What follows belongs to an exercise in optimizing a design on an open flow for a short achievable clock period and few clock cycles; a production flow would make more cautious choices. In this exercise RTL edits were held to simulation tests only and were not proved equivalent to the original. No activity file was given, so power comes from the tool's default toggle rates.

[constraint.sdc]
create_clock -name core_clock -period 10.0 [get_ports {clk}]
set_input_delay 2.0000 -clock core_clock [delete_from_list [all_inputs] [get_ports {clk}]]
set_output_delay 2.0000 -clock core_clock [all_outputs]
set_load 0.01 [all_outputs]
[design.v]
`timescale 1ns/1ps
module regfile(input             clk, 
               input             we, 
               input      [4:0]  ra1, ra2, wa, 
               input      [31:0] wd, 
               output reg [31:0] rd1, rd2);
	reg [31:0] R1;
	reg [31:0] R2;
	reg [31:0] R3;
	reg [31:0] R4;
	reg [31:0] R5;
	reg [31:0] R6;
	reg [31:0] R7;
	reg [31:0] R8;
	reg [31:0] R9;
	reg [31:0] R10;
	reg [31:0] R11;
	reg [31:0] R12;
	reg [31:0] R13;
	reg [31:0] R14;
	reg [31:0] R15;
	reg [31:0] R16;
	reg [31:0] R17;
	reg [31:0] R18;
	reg [31:0] R19;
	reg [31:0] R20;
	reg [31:0] R21;
	reg [31:0] R22;
	reg [31:0] R23;
	reg [31:0] R24;
	reg [31:0] R25;
	reg [31:0] R26;
	reg [31:0] R27;
	reg [31:0] R28;
	reg [31:0] R29;
	reg [31:0] R30;
	reg [31:0] R31;
	always @(posedge clk)
	begin
  	 if (we) 
	 begin
   		case (wa[4:0])
   		5'd0:   ;
   		5'd1:   R1  <= wd;
   		5'd2:   R2  <= wd;
   		5'd3:   R3  <= wd;
   		5'd4:   R4  <= wd;
   		5'd5:   R5  <= wd;
   		5'd6:   R6  <= wd;
   		5'd7:   R7  <= wd;
   		5'd8:   R8  <= wd;
   		5'd9:   R9  <= wd;
   		5'd10:  R10 <= wd;
   		5'd11:  R11 <= wd;
   		5'd12:  R12 <= wd;
   		5'd13:  R13 <= wd;
   		5'd14:  R14 <= wd;
   		5'd15:  R15 <= wd;
   		5'd16:  R16 <= wd;
   		5'd17:  R17 <= wd;
   		5'd18:  R18 <= wd;
   		5'd19:  R19 <= wd;
   		5'd20:  R20 <= wd;
   		5'd21:  R21 <= wd;
   		5'd22:  R22 <= wd;
   		5'd23:  R23 <= wd;
   		5'd24:  R24 <= wd;
   		5'd25:  R25 <= wd;
   		5'd26:  R26 <= wd;
   		5'd27:  R27 <= wd;
   		5'd28:  R28 <= wd;
   		5'd29:  R29 <= wd;
   		5'd30:  R30 <= wd;
   		5'd31:  R31 <= wd;
   		endcase
     end
	end
	always @(*)
	begin
		case (ra2[4:0])
		5'd0:   rd2 = 32'b0;
		5'd1:   rd2 = R1;
		5'd2:   rd2 = R2;
		5'd3:   rd2 = R3;
		5'd4:   rd2 = R4;
		5'd5:   rd2 = R5;
		5'd6:   rd2 = R6;
		5'd7:   rd2 = R7;
		5'd8:   rd2 = R8;
		5'd9:   rd2 = R9;
		5'd10:  rd2 = R10;
		5'd11:  rd2 = R11;
		5'd12:  rd2 = R12;
		5'd13:  rd2 = R13;
		5'd14:  rd2 = R14;
		5'd15:  rd2 = R15;
		5'd16:  rd2 = R16;
		5'd17:  rd2 = R17;
		5'd18:  rd2 = R18;
		5'd19:  rd2 = R19;
		5'd20:  rd2 = R20;
		5'd21:  rd2 = R21;
		5'd22:  rd2 = R22;
		5'd23:  rd2 = R23;
		5'd24:  rd2 = R24;
		5'd25:  rd2 = R25;
		5'd26:  rd2 = R26;
		5'd27:  rd2 = R27;
		5'd28:  rd2 = R28;
		5'd29:  rd2 = R29;
		5'd30:  rd2 = R30;
		5'd31:  rd2 = R31;
		endcase
	end
	always @(*)
	begin
		case (ra1[4:0])
		5'd0:   rd1 = 32'b0;
		5'd1:   rd1 = R1;
		5'd2:   rd1 = R2;
		5'd3:   rd1 = R3;
		5'd4:   rd1 = R4;
		5'd5:   rd1 = R5;
		5'd6:   rd1 = R6;
		5'd7:   rd1 = R7;
		5'd8:   rd1 = R8;
		5'd9:   rd1 = R9;
		5'd10:  rd1 = R10;
		5'd11:  rd1 = R11;
		5'd12:  rd1 = R12;
		5'd13:  rd1 = R13;
		5'd14:  rd1 = R14;
		5'd15:  rd1 = R15;
		5'd16:  rd1 = R16;
		5'd17:  rd1 = R17;
		5'd18:  rd1 = R18;
		5'd19:  rd1 = R19;
		5'd20:  rd1 = R20;
		5'd21:  rd1 = R21;
		5'd22:  rd1 = R22;
		5'd23:  rd1 = R23;
		5'd24:  rd1 = R24;
		5'd25:  rd1 = R25;
		5'd26:  rd1 = R26;
		5'd27:  rd1 = R27;
		5'd28:  rd1 = R28;
		5'd29:  rd1 = R29;
		5'd30:  rd1 = R30;
		5'd31:  rd1 = R31;
		endcase
	end
endmodule
module alu(input      [31:0] a, b, 
           input      [3:0]  alucont, 
           output reg [31:0] result,
           output            zero);
  wire [31:0] b2, sum, slt;
  wire [32:0] unsignedsum, unsignedb2;
  assign b2 = alucont[2] ? ~b:b;  
  assign unsignedb2 = {alucont[2],b2};
  assign unsignedsum = {1'b0,a} + unsignedb2 + alucont[2];  
  assign sum = a+b2+alucont[2];
  assign slt = alucont[3]? unsignedsum[32]:sum[31];
  always@(*)
    case(alucont[1:0])
      2'b00: result <= a & b;
      2'b01: result <= a | b;
      2'b10: result <= sum;
      2'b11: result <= slt;
    endcase
  assign zero = (result == 32'b0);
endmodule
module adder(input [31:0] a, b,
             output [31:0] y);
  assign y = a + b;
endmodule
module sl2(input  [31:0] a,
           output [31:0] y);
  assign y = {a[29:0], 2'b00};
endmodule
module sign_zero_ext(input      [15:0] a,
                     input             signext,
                     output reg [31:0] y);
   always @(*)
	begin
	   if (signext)  y <= {{16{a[15]}}, a[15:0]};
	   else          y <= {16'b0, a[15:0]};
	end
endmodule
module shift_left_16(input      [31:0] a,
		               input         shiftl16,
                     output reg [31:0] y);
   always @(*)
	begin
	   if (shiftl16) y = {a[15:0],16'b0};
	   else          y = a[31:0];
	end
endmodule
module flopr #(parameter WIDTH = 8)
              (input                  clk, reset,
               input      [WIDTH-1:0] d, 
               output reg [WIDTH-1:0] q);
  always @(posedge clk, posedge reset)
    if (reset) q <= 0;
    else       q <= d;
endmodule
module flopenr #(parameter WIDTH = 8)
                (input                  clk, reset,
                 input                  en,
                 input      [WIDTH-1:0] d, 
                 output reg [WIDTH-1:0] q);
  always @(posedge clk, posedge reset)
    if      (reset) q <= 0;
    else if (en)    q <= d;
endmodule
module mux2 #(parameter WIDTH = 8)
             (input  [WIDTH-1:0] d0, d1, 
              input              s, 
              output [WIDTH-1:0] y);
  assign y = s ? d1 : d0; 
endmodule
module mux4 #(parameter WIDTH = 8)
             (input  [WIDTH-1:0] d0, d1, d2, d3,
              input  [1:0]       s, 
              output reg [WIDTH-1:0] y);
  always @(*)
	case(s[1:0])
      2'b00: y <= d0;
      2'b01: y <= d1;
      2'b10: y <= d2;
      2'b11: y <= d3;
    endcase
endmodule
module iftoid(input					clk, reset,
			  input					stall,
			  input					pcsrc, jump_ex, jrcontrol_ex,
			  input			[31:0]	pcplus4_if,
			  input			[31:0]	instr_if,
			  input			[31:0]	pc_if,
			  output 		[31:0]	pcplus4_id,
			  output 		[31:0]	instr_id,
			  output 		[31:0]	pc_id);
	wire [63:0] iftoid_;
	wire reset_flush = pcsrc | jump_ex | jrcontrol_ex;
	flopenr #(64) flopr(
		.clk	(clk),
		.reset	(reset),
		.en		(stall),
		.d		({pcplus4_if, pc_if}),
		.q		(iftoid_));
	flopenr #(32) flopr2(
		.clk	(clk),
		.reset	(reset),
		.en		(stall | reset_flush),
		.d		(reset_flush ? 32'b0 : instr_if),
		.q		(instr_id));
	assign {pcplus4_id, pc_id} = iftoid_;
endmodule
module idtoex(input					clk, reset,
			  input			[3:0]	alucontrol_id,
			  input					memtoreg_id,
			  input					memwrite_id,
			  input					alusrc_id,
			  input					regdst_id,
			  input					regwrite_id,
			  input			[31:0]	signimm_id,
			  input			[31:0]	pcplus4_id,
			  input			[31:0]	srca_id, writedata_id,
			  input					branch_id, branchnot_id,
			  input					shiftl16_id,
			  input					jump_id,
			  input			[31:0]	pc_id,
			  input			[31:0]	instr_id,
			  input					jrcontrol_id,
			  output 	[3:0]	alucontrol_ex,
			  output 			memtoreg_ex,
			  output 			memwrite_ex,
			  output 			alusrc_ex,
			  output 			regdst_ex,
			  output 			regwrite_ex,
			  output 	[31:0]	signimm_ex,
			  output 	[31:0]	pcplus4_ex,
			  output 	[31:0]	srca_ex, writedata_ex,
			  output 			branch_ex, branchnot_ex,
			  output 			shiftl16_ex,
			  output 			jump_ex,
			  output 	[31:0]	pc_ex,
			  output 	[31:0]	instr_ex,
			  output 			jrcontrol_ex);
	wire [205:0] idtoex_;
		flopr #(206) flopr(
		.clk	(clk),
		.reset	(reset),
		.d		({alucontrol_id, memtoreg_id, memwrite_id, alusrc_id, regdst_id, regwrite_id, signimm_id, pcplus4_id, srca_id, writedata_id, branch_id, branchnot_id, shiftl16_id, jump_id, pc_id, instr_id, jrcontrol_id}),
		.q		(idtoex_));
	assign {alucontrol_ex, memtoreg_ex, memwrite_ex, alusrc_ex, regdst_ex, regwrite_ex, signimm_ex, pcplus4_ex, srca_ex, writedata_ex, branch_ex, branchnot_ex, shiftl16_ex, jump_ex, pc_ex, instr_ex, jrcontrol_ex} = idtoex_;
endmodule
module extoma(input					clk, reset,
			  input					regwrite_ex,
			  input					memtoreg_ex,
			  input					memwrite_ex,
			  input			[31:0]	aluout_ex,
			  input			[31:0]	writedata_ex_fwd,
			  input			[4:0]	writereg_ex,
			  input			[31:0]	pcplus4_ex,
			  input					jump_ex,
			  input			[31:0]	pc_ex,
			  input			[31:0]	instr_ex,
			  output 			regwrite_ma,
			  output 			memtoreg_ma,
			  output 			memwrite_ma,
			  output 	[31:0]	aluout_ma,
			  output 	[31:0]	writedata_ma,
			  output 	[4:0]	writereg_ma,
			  output 	[31:0]	pcplus4_ma,
			  output 			jump_ma,
			  output 	[31:0]	pc_ma,
			  output 	[31:0]	instr_ma);
	wire [168:0] extoma_;
		flopr #(169) flopr(
		.clk	(clk),
		.reset	(reset),
		.d		({regwrite_ex, memtoreg_ex, memwrite_ex, aluout_ex, writedata_ex_fwd, writereg_ex, pcplus4_ex, jump_ex, pc_ex, instr_ex}),
		.q		(extoma_));
	assign {regwrite_ma, memtoreg_ma, memwrite_ma, aluout_ma, writedata_ma, writereg_ma, pcplus4_ma, jump_ma, pc_ma, instr_ma} = extoma_;
endmodule
module matowb(input					clk, reset,
			  input					regwrite_ma,
			  input					memtoreg_ma,
			  input			[31:0]	readdata_ma,
			  input			[31:0]	aluout_ma,
			  input			[31:0]	pcplus4_ma,
			  input					jump_ma,
			  input			[31:0]	pc_ma,
			  input			[31:0]	instr_ma,
			  input			[4:0]	writereg_ma,
			  output 			regwrite_wb,
			  output 			memtoreg_wb,
			  output 	[31:0]	readdata_wb,
			  output 	[31:0]	aluout_wb,
			  output 	[31:0]	pcplus4_wb,
			  output 			jump_wb,
			  output 	[31:0]	pc_wb,
			  output 	[31:0]	instr_wb,
			  output	[4:0]	writereg_wb);
	wire [167:0] matowb_;
		flopr #(168) flopr(
		.clk	(clk),
		.reset	(reset),
		.d		({regwrite_ma, memtoreg_ma, readdata_ma, aluout_ma, pcplus4_ma, jump_ma, pc_ma, instr_ma, writereg_ma}),
		.q		(matowb_));
	assign {regwrite_wb, memtoreg_wb, readdata_wb, aluout_wb, pcplus4_wb, jump_wb, pc_wb, instr_wb, writereg_wb} = matowb_;		
endmodule
`timescale 1ns/1ps
module mips(input         clk, reset,
            output [31:0] pc,
            input  [31:0] instr,
            output        memwrite,
            output [31:0] memaddr,
            output [31:0] memwritedata,
            input  [31:0] memreaddata);
  datapath dp(
    .clk        (clk),
    .reset      (reset),
    .pc         (pc),
    .instr      (instr),
    .aluout     (memaddr), 
    .writedata  (memwritedata),
	.memwrite	(memwrite),
    .readdata   (memreaddata));
endmodule
module controller(input  [5:0] op, funct,
                  output       signext,
                  output       shiftl16,
                  output       memtoreg, memwrite,
                  output       alusrc,
                  output       regdst, regwrite,
                  output       jump, jrcontrol, branch,branchnot,
                  output [3:0] alucontrol);
  wire [2:0] aluop;
  maindec md(
    .op       (op),
    .signext  (signext),
    .shiftl16 (shiftl16),
    .memtoreg (memtoreg),
    .memwrite (memwrite),
    .branch   (branch),
    .alusrc   (alusrc),
    .regdst   (regdst),
    .regwrite (regwrite),
    .jump     (jump),
	.branchnot(branchnot),
    .aluop    (aluop));
  aludec ad(
    .funct      (funct),  
    .aluop      (aluop),  
    .alucontrol (alucontrol),  
	.jrcontrol  (jrcontrol));  
endmodule
module maindec(input  [5:0] op,
               output       signext,
               output       shiftl16,
               output       memtoreg, memwrite,
               output       branch, alusrc,
               output       regdst, regwrite,
               output       jump,
			   output		branchnot,
               output [2:0] aluop);
  reg [12:0] controls;
  assign {signext, shiftl16, regwrite, regdst, alusrc, branch, branchnot, memwrite,
          memtoreg, jump, aluop} = controls;
  always @(*)
    case(op)
      6'b000000: controls <= 13'b0011000000011;  
      6'b100011: controls <= 13'b1010100010000;  
      6'b101011: controls <= 13'b1000100100000;  
      6'b000100: controls <= 13'b1000010000001;  
	  6'b000101: controls <= 13'b1000011000001;  
      6'b001000, 
      6'b001001: controls <= 13'b1010100000000;  
	  6'b001010: controls <= 13'b1010100000110;  
	  6'b001011: controls <= 13'b1010100000111;  
      6'b001101: controls <= 13'b0010100000010;  
      6'b001111: controls <= 13'b0110100000000;  
      6'b000010: controls <= 13'b0000000001000;  
	  6'b000011: controls <= 13'b0010000001000;  
      default:   controls <= 13'b0000000000000;  
    endcase
endmodule
module aludec(input      [5:0] funct,
              input      [2:0] aluop,
              output reg [3:0] alucontrol,
			  output           jrcontrol);
  always @(*)
    case(aluop)
      3'b000: alucontrol <= 4'b0010;   
      3'b001: alucontrol <= 4'b0110;   
      3'b010: alucontrol <= 4'b0001;   
	  3'b110: alucontrol <= 4'b0111;   
	  3'b111: alucontrol <= 4'b1111;   
      default: case(funct)           
          6'b100000,
          6'b100001: alucontrol <= 4'b0010;  
          6'b100010,
          6'b100011: alucontrol <= 4'b0110;  
          6'b100100: alucontrol <= 4'b0000;  
          6'b100101: alucontrol <= 4'b0001;  
          6'b101010: alucontrol <= 4'b0111;  
		  6'b101011: alucontrol <= 4'b1111;  
		  6'b001000: alucontrol <= 4'b1010;  
          default:   alucontrol <= 4'b0000;  
        endcase
    endcase
	assign jrcontrol = aluop[0]&aluop[1]&(~aluop[2])&funct[3]&(~(funct[0]|funct[1]|funct[2]|funct[4]|funct[5]));
endmodule
module datapath(input         clk, reset,
                output [31:0] pc,
                input  [31:0] instr,
                output [31:0] aluout, writedata,
				output		  memwrite,
                input  [31:0] readdata);
  wire [4:0]  writeregtemp;
  wire [31:0] pcnext, pcnexttemp;
  wire [31:0] resulttemp, result;
  wire        shift;
  wire		  signext, signext_t, zero;
  wire 	[31:0] 	pcplus4_if, pcplus4_id, pcplus4_ex, pcplus4_ma, pcplus4_wb;
  wire	[31:0] 	instr_id, instr_ex, instr_ma, instr_wb;
  wire 	[31:0] 	pc_id, pc_ex, pc_ma, pc_wb;
  wire 			shiftl16_id, shiftl16_ex, shiftl16_t;
  wire 			memtoreg_id, memtoreg_ex, memtoreg_ma, memtoreg_wb, memtoreg_t;
  wire 			memwrite_id, memwrite_ex, memwrite_ma, memwrite_t;
  wire 			alusrc_id, alusrc_ex, alusrc_t;
  wire 			regdst_id, regdst_ex, regdst_t;
  wire 			regwrite_id, regwrite_ex, regwrite_ma, regwrite_wb, regwrite_t;
  wire 			jump_id, jump_ex, jump_ma, jump_wb, jump_t;
  wire 			jrcontrol_id, jrcontrol_ex, jrcontrol_t;
  wire 			branch_id, branch_ex, branch_t;
  wire 			branchnot_id, branchnot_ex, branchnot_t;
  wire 	[3:0] 	alucontrol_id, alucontrol_ex, alucontrol_t;
  wire	[31:0] 	signimm_id, signimm_ex;
  wire	[31:0]	signimmsh_ex;
  wire	[31:0]	srca_t, srca_id, srca_ex, srca_ex_fwd;
  wire	[31:0]	srcb_ex;
  wire	[31:0]	writedata_t, writedata_id, writedata_ex, writedata_ex_fwd, writedata_ma;
  wire	[31:0]	shiftedimm_ex;
  wire  [31:0]  aluout_ex, aluout_ma, aluout_wb;
  wire	[4:0]	writereg_ex, writereg_ma, writereg_wb;
  wire	[31:0]	pcjtarget_ex;
  wire	[31:0]	readdata_ma, readdata_wb;
  wire	[31:0]	pcnextbr_ex, pcbranch_ex;
  wire			hazard, stall;
  wire			forwardA, forwardB;
  wire	[1:0]	forwardAE, forwardBE;
  wire			pcsrc;
  wire	[14:0]	controller_temp, controller_flush;
  assign pcsrc = (branch_ex&(~zero)&branchnot_ex)|(branch_ex&zero&(~branchnot_ex));
  assign pcjtarget_ex = {pcplus4_ex[31:28], instr_ex[25:0], 2'b00};
  assign memwrite = memwrite_ma;
  assign aluout = aluout_ma;
  assign writedata = writedata_ma;
  assign readdata_ma = readdata;
  assign forwardA = regwrite_wb && (writereg_wb != 0) && (writereg_wb == instr_id[25:21]);
  assign forwardB = regwrite_wb && (writereg_wb != 0) && (writereg_wb == instr_id[20:16]);
  assign controller_temp = {signext_t, shiftl16_t, memtoreg_t, memwrite_t, alusrc_t, regdst_t, regwrite_t, jump_t, jrcontrol_t, branch_t, branchnot_t, alucontrol_t};		
  assign {signext, shiftl16_id, memtoreg_id, memwrite_id, alusrc_id, regdst_id, regwrite_id, jump_id, jrcontrol_id, branch_id, branchnot_id, alucontrol_id} = controller_flush;
  flopenr #(32) pcreg( 
    .clk   (clk),
    .reset (reset),
	.en    (stall),
    .d     (pcnext),
    .q     (pc));
  adder pcadd1( 
    .a (pc),
    .b (32'b100),
    .y (pcplus4_if));  
  sl2 immsh( 
    .a (signimm_ex),
    .y (signimmsh_ex));  
  adder pcadd2( 
    .a (pcplus4_ex),
    .b (signimmsh_ex),
    .y (pcbranch_ex));  
  mux2 #(32) pcbrmux( 
    .d0  (pcplus4_if),  
    .d1  (pcbranch_ex),  
    .s   (pcsrc),  
    .y   (pcnextbr_ex));  
  mux2 #(32) pcjrmux( 
	.d0   (pcnextbr_ex),
	.d1   (srca_ex_fwd),  
	.s    (jrcontrol_ex),
	.y    (pcnexttemp));	
  mux2 #(32) pcmux( 
    .d0   (pcnexttemp),
    .d1   (pcjtarget_ex),  
    .s    (jump_ex),  
    .y    (pcnext));  
  regfile rf(
    .clk     (clk),  
    .we      (regwrite_wb),  
    .ra1     (instr_id[25:21]),  
    .ra2     (instr_id[20:16]),  
    .wa      (writereg_wb),  
    .wd      (result),  
    .rd1     (srca_t),  
    .rd2     (writedata_t));  
  mux2 #(32) forwardAmux(
	.d0	(srca_t),
	.d1	(result),
	.s	(forwardA),
	.y	(srca_id));
  mux2 #(32) forwardBmux(
    .d0 (writedata_t),
	.d1 (result),
	.s  (forwardB),
	.y  (writedata_id));
  hazard_unit hazard_unit(
	.regwrite_ma			(regwrite_ma),
	.regwrite_wb			(regwrite_wb),
	.rs_id					(instr_id[25:21]),
	.rt_id					(instr_id[20:16]),
	.rs_ex					(instr_ex[25:21]),
	.rt_ex					(instr_ex[20:16]),
	.writereg_ma			(writereg_ma),
	.writereg_wb			(writereg_wb),
	.forwardAE				(forwardAE),
	.forwardBE				(forwardBE),
	.memtoreg_ex			(memtoreg_ex),
	.hazard					(hazard),
	.stall					(stall),
	.pcsrc					(pcsrc),
	.jump_ex				(jump_ex),
	.jrcontrol_ex			(jrcontrol_ex));
  mux4 #(32) forwardAEmux( 
	.d0  (srca_ex),
	.d1  (aluout_ma),
	.d2  (result),
	.d3  (32'b0),
	.s   (forwardAE),
	.y   (srca_ex_fwd));
  mux4 #(32) forwardBEmux( 
	.d0  (writedata_ex),
	.d1  (aluout_ma),
	.d2  (result),
	.d3  (32'b0),
	.s   (forwardBE),
	.y   (writedata_ex_fwd));
  mux2 #(5) wrmux( 
    .d0  (instr_ex[20:16]),  
    .d1  (instr_ex[15:11]),  
    .s   (regdst_ex),
    .y   (writeregtemp));
  mux2 #(5) jalwrmux( 
	.d0  (writeregtemp),
	.d1  (5'b11111),
	.s   (jump_ex),
	.y   (writereg_ex));
  mux2 #(32) resmux(
    .d0 (aluout_wb),
    .d1 (readdata_wb),
    .s  (memtoreg_wb),
    .y  (resulttemp));
  mux2 #(32) jalresmux(
	.d0 (resulttemp),
	.d1 (pcplus4_wb),
	.s	(jump_wb),
	.y	(result));  
  sign_zero_ext sze( 
    .a       (instr_id[15:0]),  
    .signext (signext),
    .y       (signimm_id[31:0]));
  shift_left_16 sl16( 
    .a         (signimm_ex[31:0]),
    .shiftl16  (shiftl16_ex),  
    .y         (shiftedimm_ex[31:0]));  
  mux2 #(32) srcbmux( 
    .d0 (writedata_ex_fwd),  
    .d1 (shiftedimm_ex[31:0]),  
    .s  (alusrc_ex),
    .y  (srcb_ex));  
  alu alu( 
    .a       (srca_ex_fwd),
    .b       (srcb_ex),
	.alucont (alucontrol_ex),
    .result  (aluout_ex),  
    .zero    (zero));  
  controller c(
    .op         (instr_id[31:26]),  
		.funct      (instr_id[5:0]),  
		.signext    (signext_t),  
		.shiftl16   (shiftl16_t),  
		.memtoreg   (memtoreg_t),  
		.memwrite   (memwrite_t),  
		.alusrc     (alusrc_t),  
		.regdst     (regdst_t),  
		.regwrite   (regwrite_t),  
		.jump       (jump_t),  
		.jrcontrol  (jrcontrol_t),  
		.branch		(branch_t),
		.branchnot	(branchnot_t),
		.alucontrol (alucontrol_t));  
  mux2 #(15) controller_flushmux(
	.d0 (controller_temp),
	.d1	(15'b0),
	.s	(hazard),
	.y	(controller_flush));
  iftoid iftoid(
	.clk			(clk),
	.reset			(reset),
	.stall			(stall),
	.pcsrc			(pcsrc),
	.jump_ex		(jump_ex),
	.jrcontrol_ex	(jrcontrol_ex),
	.pcplus4_if		(pcplus4_if),
	.instr_if		(instr),
	.pc_if			(pc),
	.pcplus4_id		(pcplus4_id),
	.instr_id		(instr_id),
	.pc_id			(pc_id));
  idtoex idtoex(
	.clk			(clk),
	.reset			(reset),
	.alucontrol_id	(alucontrol_id),
	.memtoreg_id	(memtoreg_id),
	.memwrite_id	(memwrite_id),
	.alusrc_id		(alusrc_id),
	.regdst_id		(regdst_id),
	.regwrite_id	(regwrite_id),
	.signimm_id		(signimm_id),
	.pcplus4_id		(pcplus4_id),
	.srca_id		(srca_id),
	.writedata_id	(writedata_id),
	.branch_id		(branch_id),
	.branchnot_id	(branchnot_id),
	.shiftl16_id	(shiftl16_id),
	.jump_id		(jump_id),
	.pc_id			(pc_id),
	.instr_id		(instr_id),
	.jrcontrol_id	(jrcontrol_id),
	.alucontrol_ex	(alucontrol_ex),
	.memtoreg_ex	(memtoreg_ex),
	.memwrite_ex	(memwrite_ex),
	.alusrc_ex		(alusrc_ex),
	.regdst_ex		(regdst_ex),
	.regwrite_ex	(regwrite_ex),
	.signimm_ex		(signimm_ex),
	.pcplus4_ex		(pcplus4_ex),
	.srca_ex		(srca_ex),
	.writedata_ex	(writedata_ex),
	.branch_ex		(branch_ex),
	.branchnot_ex	(branchnot_ex),
	.shiftl16_ex	(shiftl16_ex),
	.jump_ex		(jump_ex),
	.pc_ex			(pc_ex),
	.instr_ex		(instr_ex),
	.jrcontrol_ex	(jrcontrol_ex));
  extoma extoma(
	.clk			(clk),
	.reset			(reset),
	.regwrite_ex	(regwrite_ex),
	.memtoreg_ex	(memtoreg_ex),
	.memwrite_ex	(memwrite_ex),
	.aluout_ex		(aluout_ex),
	.writedata_ex_fwd(writedata_ex_fwd),
	.writereg_ex	(writereg_ex),
	.pcplus4_ex		(pcplus4_ex),
	.jump_ex		(jump_ex),
	.pc_ex			(pc_ex),
	.instr_ex		(instr_ex),
	.regwrite_ma	(regwrite_ma),
	.memtoreg_ma	(memtoreg_ma),
	.memwrite_ma	(memwrite_ma),
	.aluout_ma		(aluout_ma),
	.writedata_ma	(writedata_ma),
	.writereg_ma	(writereg_ma),
	.pcplus4_ma		(pcplus4_ma),
	.jump_ma		(jump_ma),
	.pc_ma			(pc_ma),
	.instr_ma		(instr_ma));
  matowb matowb(
	.clk			(clk),
	.reset			(reset),
	.regwrite_ma	(regwrite_ma),
	.memtoreg_ma	(memtoreg_ma),
	.readdata_ma	(readdata_ma),
	.aluout_ma		(aluout_ma),
	.pcplus4_ma		(pcplus4_ma),
	.jump_ma		(jump_ma),
	.pc_ma			(pc_ma),
	.instr_ma		(instr_ma),
	.writereg_ma	(writereg_ma),
	.regwrite_wb	(regwrite_wb),
	.memtoreg_wb	(memtoreg_wb),
	.readdata_wb	(readdata_wb),
	.aluout_wb		(aluout_wb),
	.pcplus4_wb		(pcplus4_wb),
	.jump_wb		(jump_wb),
	.pc_wb			(pc_wb),
	.instr_wb		(instr_wb),
	.writereg_wb	(writereg_wb));
endmodule
module hazard_unit(input				regwrite_ma, regwrite_wb,
				   input		[4:0]	rs_id, rt_id, rs_ex, rt_ex,
				   input		[4:0]	writereg_ma, writereg_wb,
				   output reg	[1:0]	forwardAE, forwardBE,
				   input				memtoreg_ex,
				   output reg			hazard, stall,
				   input				pcsrc, jump_ex, jrcontrol_ex);
  always @(*)
	begin
		if (regwrite_ma && (writereg_ma != 0) && (writereg_ma == rs_ex)) forwardAE = 2'b01;
		else if (regwrite_wb && (writereg_wb != 0) && (writereg_wb == rs_ex)) forwardAE = 2'b10;
		else forwardAE = 2'b00;
		if (regwrite_ma && (writereg_ma != 0) && (writereg_ma == rt_ex)) forwardBE = 2'b01;
		else if (regwrite_wb && (writereg_wb != 0) && (writereg_wb == rt_ex)) forwardBE = 2'b10;
		else forwardBE = 2'b00;		
	end
  always @(*)
    begin
    if (memtoreg_ex && (rt_ex != 0) && ((rt_ex == rs_id) || (rt_ex == rt_id)))
	  begin
	  stall = 1'b0;
	  hazard = (~stall) | pcsrc | jump_ex | jrcontrol_ex;
	  end
	else
	  begin
	  stall = 1'b1;
	  hazard = (~stall) | pcsrc | jump_ex | jrcontrol_ex;
	  end
	end	
endmodule
[config.mk]
export PLATFORM = sky130hd
export DESIGN_NAME = mips
export DESIGN_NICKNAME = mips
export VERILOG_FILES = /design/flow/design.v
export SDC_FILE = /design/flow/constraint.sdc
export NUM_CORES = 4
export LEC_CHECK = 0
export CAP_MARGIN = 20
export CORE_MARGIN = 2
export CORE_UTILIZATION = 40
export PLACE_DENSITY = 0.6
export SLEW_MARGIN = 20
[run.sh]
#!/bin/bash
# synth_recipe.tcl (not shown) runs the flow's synth.tcl, then flattens the netlist and writes it again
# the make line also repeats each setting of config.mk as NAME=value (left out here)
make -C /OpenROAD-flow-scripts/flow DESIGN_CONFIG=/design/flow/config.mk WORK_HOME=/design/flow/orfs CLKGATE_MAP_FILE= SYNTH_SCRIPT=/design/flow/synth_recipe.tcl finish
==> run summary <==
pin count of the biggest net entering global routing=176; pwr/cell area=233 nW/um2; Layout area overhead=14.6%; die height=403 um; Worst-path clk slew=0.06 ns; pre-CTS setup slack=1.69 ns; Hold-fix buffers, CTS=0; fin crit share=85.7%; status=finished clean; unrepaired setup endpoints after global routing=no; Vias per Instance=7.26; Post-Synth Simple-Gate Area=8.08%; DRC=0; CP delay by family, top=simple AND/OR/NAND/NOR gates; layout cells sized above 1=10.8%; setup TNS=0 ns; Initial Utilization=40.3%; combinational family with the most area after synthesis=compound AO/OA/AOI/OAI gates; endpoints failing setup=0; Num CTS Buffers=150; Final Max Slew Viols=0; hpwl dp=170000 um; Final Hold Fails=0; first-pass GRT wire length=402000 um; # rows=146; fin worst setup slack=1.43 ns; grt total ovfl=0; Post-CTS Setup Bufs=0; Post-synth ARST share=30.8%; Worst Path Max Fanout=22; slowest stage cell, crit path=and2_1; multi-input logic area=21300 um2; Static Leakage=25.5 nW; CTS Root Cell=clkbuf_16; XOR/XNOR share of the synthesized area=1.98%; register area=40900 um2; Core ar.=158000 um2; Seq cells post-synth=1434; filler instances=13900; Worst EP arrival=9.24 ns; die width=403 um; Worst EP required=10.67 ns; worst skew pair latency=0.82 ns; Finished Layout Cells=7192; initial DRC count=9932; crit path kind=reg2reg; DRT Wirelength=297000 um; htree depth=4; total of max-cap violations=0; number of synthesized flops with an enable pin=992; Top Ports=163; Total GRT Usage=35.7%; worst IR drop on VDD=190 uV; CP Launch Type=flop; Synth cell types=90; Netlist Area Pre-Place=63700 um2; syn_area_per_cell=12.9 um2; Critical Path, Cell by Cell=or2_1 > o311ai_2 > o21ai_0 > a31o_2 > or3_1 > and2_1 > fa_1 > nor2b_1 > o2111ai_1 > a211oi_1 > nor2_1 > o21ai_0 > xnor2_1 > o221ai_1 > or2_2 > nor4_1 > and4_1 > nand4_1 > o211ai_1 > and2_1 > buf_4 > a31oi_1 > a221o_1; Post-DRT Antenna Nets=0; post-CTS resize count=0; worst slew pin tran=1.21 ns; Fmax=117 MHz; GP Congestion=0.986; Nets=5126; mux cell area share after synthesis=1.73%; CTS tree=built; vias in the first global route=49300; min cycle time layout=8.57 ns; CP Buf/Inv Count=1; slowest stage delay, CP=0.88 ns; Largest Register=dp.idtoex.flopr.q; Largest register FFs=137; Synth Area in Compound Gates=18.7%; clock buffer depth=3; Synth Area in Adders=1.67%; syn nets=5067; HP Class=reg2reg; Slew HR=18.6%; Seq/Total Area, Yosys=64.1%; number of vias in the routed layout=52200; antenna violations before repair=9; Clock Skew=0.0363 ns; DP Cell Count=6912; Num Clock Sinks=1434; drt first pass iters=11; Cells after Synth=4935; routed len/inst=41.3 um; I/O Buffers=162; Ys Warns=13; crit path capture type=flop; die area=162000 um2; prevailing post-synth register cell=edfxtp_1; Largest regs=dp.idtoex.flopr.q (137), dp.extoma.flopr.q (105), dp.matowb.flopr.q (104)
## metrics by stage
stage | cell area [um2] | hold WS [ns] | utilization [%] | power, W
2_1_floorplan | 63700 | 0.331 | - | 0.00980
3_3_place_gp | 68000 | 0.335 | 43.0 | 0.0113
3_5_place_dp | 68100 | 0.335 | 43.0 | 0.0113
4_1_cts | 72900 | 0.347 | 46.1 | 0.0169
5_1_grt | 73000 | 0.356 | 46.2 | 0.0174
6_report | 73000 | 0.347 | 46.2 | 0.0170
## area by class of cell
| class | instances | area share, % |
|---|---|---|
| diodes | 5 | 0.0171 |
| clock buffers | 187 | 5.56 |
| clock inverters | 86 | 1.12 |
| inverters | 84 | 0.437 |
| multi-input cells | 2981 | 29.2 |
| flip-flops and latches | 1434 | 55.9 |
| well taps | 2072 | 3.55 |
| repair buffers | 343 | 4.17 |
## cells in the mapped netlist (64+ instances only)
library cell    n  share of area [%]
a222oi_1       64                1.0
a221oi_1      271                3.7
mux2i_1       102                1.6
o21ai_0       126               0.99
o22ai_1        74               0.73
dfrtp_1       442                 17
xnor2_1        87                1.2
nand4_1       105                1.0
nor3_1         90               0.71
a22o_1        263                3.6
a22oi_1       386                4.5
nand2_1       262                1.5
nand3_1       178                1.4
edfxtp_1      992                 47
nor2_1        255                1.5
ha_1           64                1.3
a21oi_1       162                1.3
clkbuf_1      300                1.8
buf_4          99                1.2
inv_1          82               0.48
## metal layers
metal | vias to the layer above | share of wire, % | global-route usage [%]
li1 | 19700 | - | -
met1 | 25700 | 35 | 46.4
met2 | 5331 | 41 | 49.9
met3 | 1452 | 16 | 14.3
met4 | 6 | 8.0 | 21.2
met5 | - | 0.014 | 0.238
## path summary, 6_finish.rpt
path                                            startpoint                                 to  slack, ns  depth (start not counted)
setup / recovery            dp.matowb.flopr.q[1]$_DFF_PP0_          dp.pcreg.q[5]$_DFFE_PP0N_       1.43                         23
hold / removal             dp.extoma.flopr.q[70]$_DFF_PP0_    dp.matowb.flopr.q[75]$_DFF_PP0_       0.35                          0
setup reg to reg            dp.matowb.flopr.q[1]$_DFF_PP0_          dp.pcreg.q[5]$_DFFE_PP0N_       1.43                         23
hold reg to reg            dp.extoma.flopr.q[70]$_DFF_PP0_    dp.matowb.flopr.q[75]$_DFF_PP0_       0.35                          0
max in group asynchronous                            reset    dp.idtoex.flopr.q[73]$_DFF_PP0_       6.43                          4
min in group asynchronous                            reset  dp.iftoid.flopr.q[62]$_DFFE_PP0N_       1.64                          2
## report_power, final
part	total (W)	internal, W	switching (W)
sequential	0.00794	0.00744	0.000509
clock	0.00565	0.00322	0.00243
combinational	0.00339	0.00109	0.00230
total	0.0170	0.0117	0.00524
## placed cells by master, fill, tap and decap left out, types with 20 or more instances in the layout
cell             instances
dfrtp_1                439
xnor2_1                 87
a22oi_1                386
clkbuf_16              156
nand3_1                176
o21ai_0                124
nand4_1                105
mux2i_1                102
ha_1                    64
o22ai_1                 74
nand2_1                262
a21o_1                  27
nand2b_1                22
clkdlybuf4s50_1        162
a31oi_1                 21
inv_1                   81
nor2_1                 161
o21a_1                  43
xor2_1                  57
clkinv_1                29
a221oi_1               270
or3_1                   20
a21oi_1                162
clkinv_2                27
clkbuf_1                27
maj3_1                  22
nor3_1                  83
buf_4                  177
edfxtp_1               992
a22o_1                 263
a222oi_1                64
nor4_1                  22
and3_1                  37
nor2_4                  95
## kinds of logic (layout without fill, tap and decap cells)
| logic type | Yosys count | in the layout |
|---|---|---|
| AO/OA/AOI/OAI | 1572 | 1572 |
| flip-flops | 1434 | 1434 |
| AND/OR/NAND/NOR | 1069 | 1069 |
| buffers and inverters | 520 | 700 |
| XOR/XNOR | 144 | 144 |
| multiplexers | 108 | 108 |
| adder cells (fa/ha/maj) | 88 | 88 |
| other | 0 | 5 |
Testbench counts, summed over its fixed seeds: cycles 63,548.

==> static timing again, ports no longer ideal <==
In the flow no input, the clock included, has a driving cell. The finished layout below was timed again as built, in two steps. Step 1 sets driving cells, clkbuf_16 on the clock port and buf_2 on the other inputs (assumed; they add their load-dependent delay and slew). Step 2 adds t to the input delays and takes it off the output delays; t is the mean of the earliest and latest rising clock arrival at the registers after step 1. Input paths then give back, and output paths get back, about the clock's delay inside the block. a / b / c = ideal ports / drivers / drivers and shift; a / b = the first two.
t, ns: 0.879
slack for setup (ns): 1.429 / 1.429 / 1.429
worst setup path at the end: register to register
After both steps setup and hold are still met in this run. For this run, drivers alone change the setup slack by 0.000 ns; drivers and shift together by 0.000 ns.
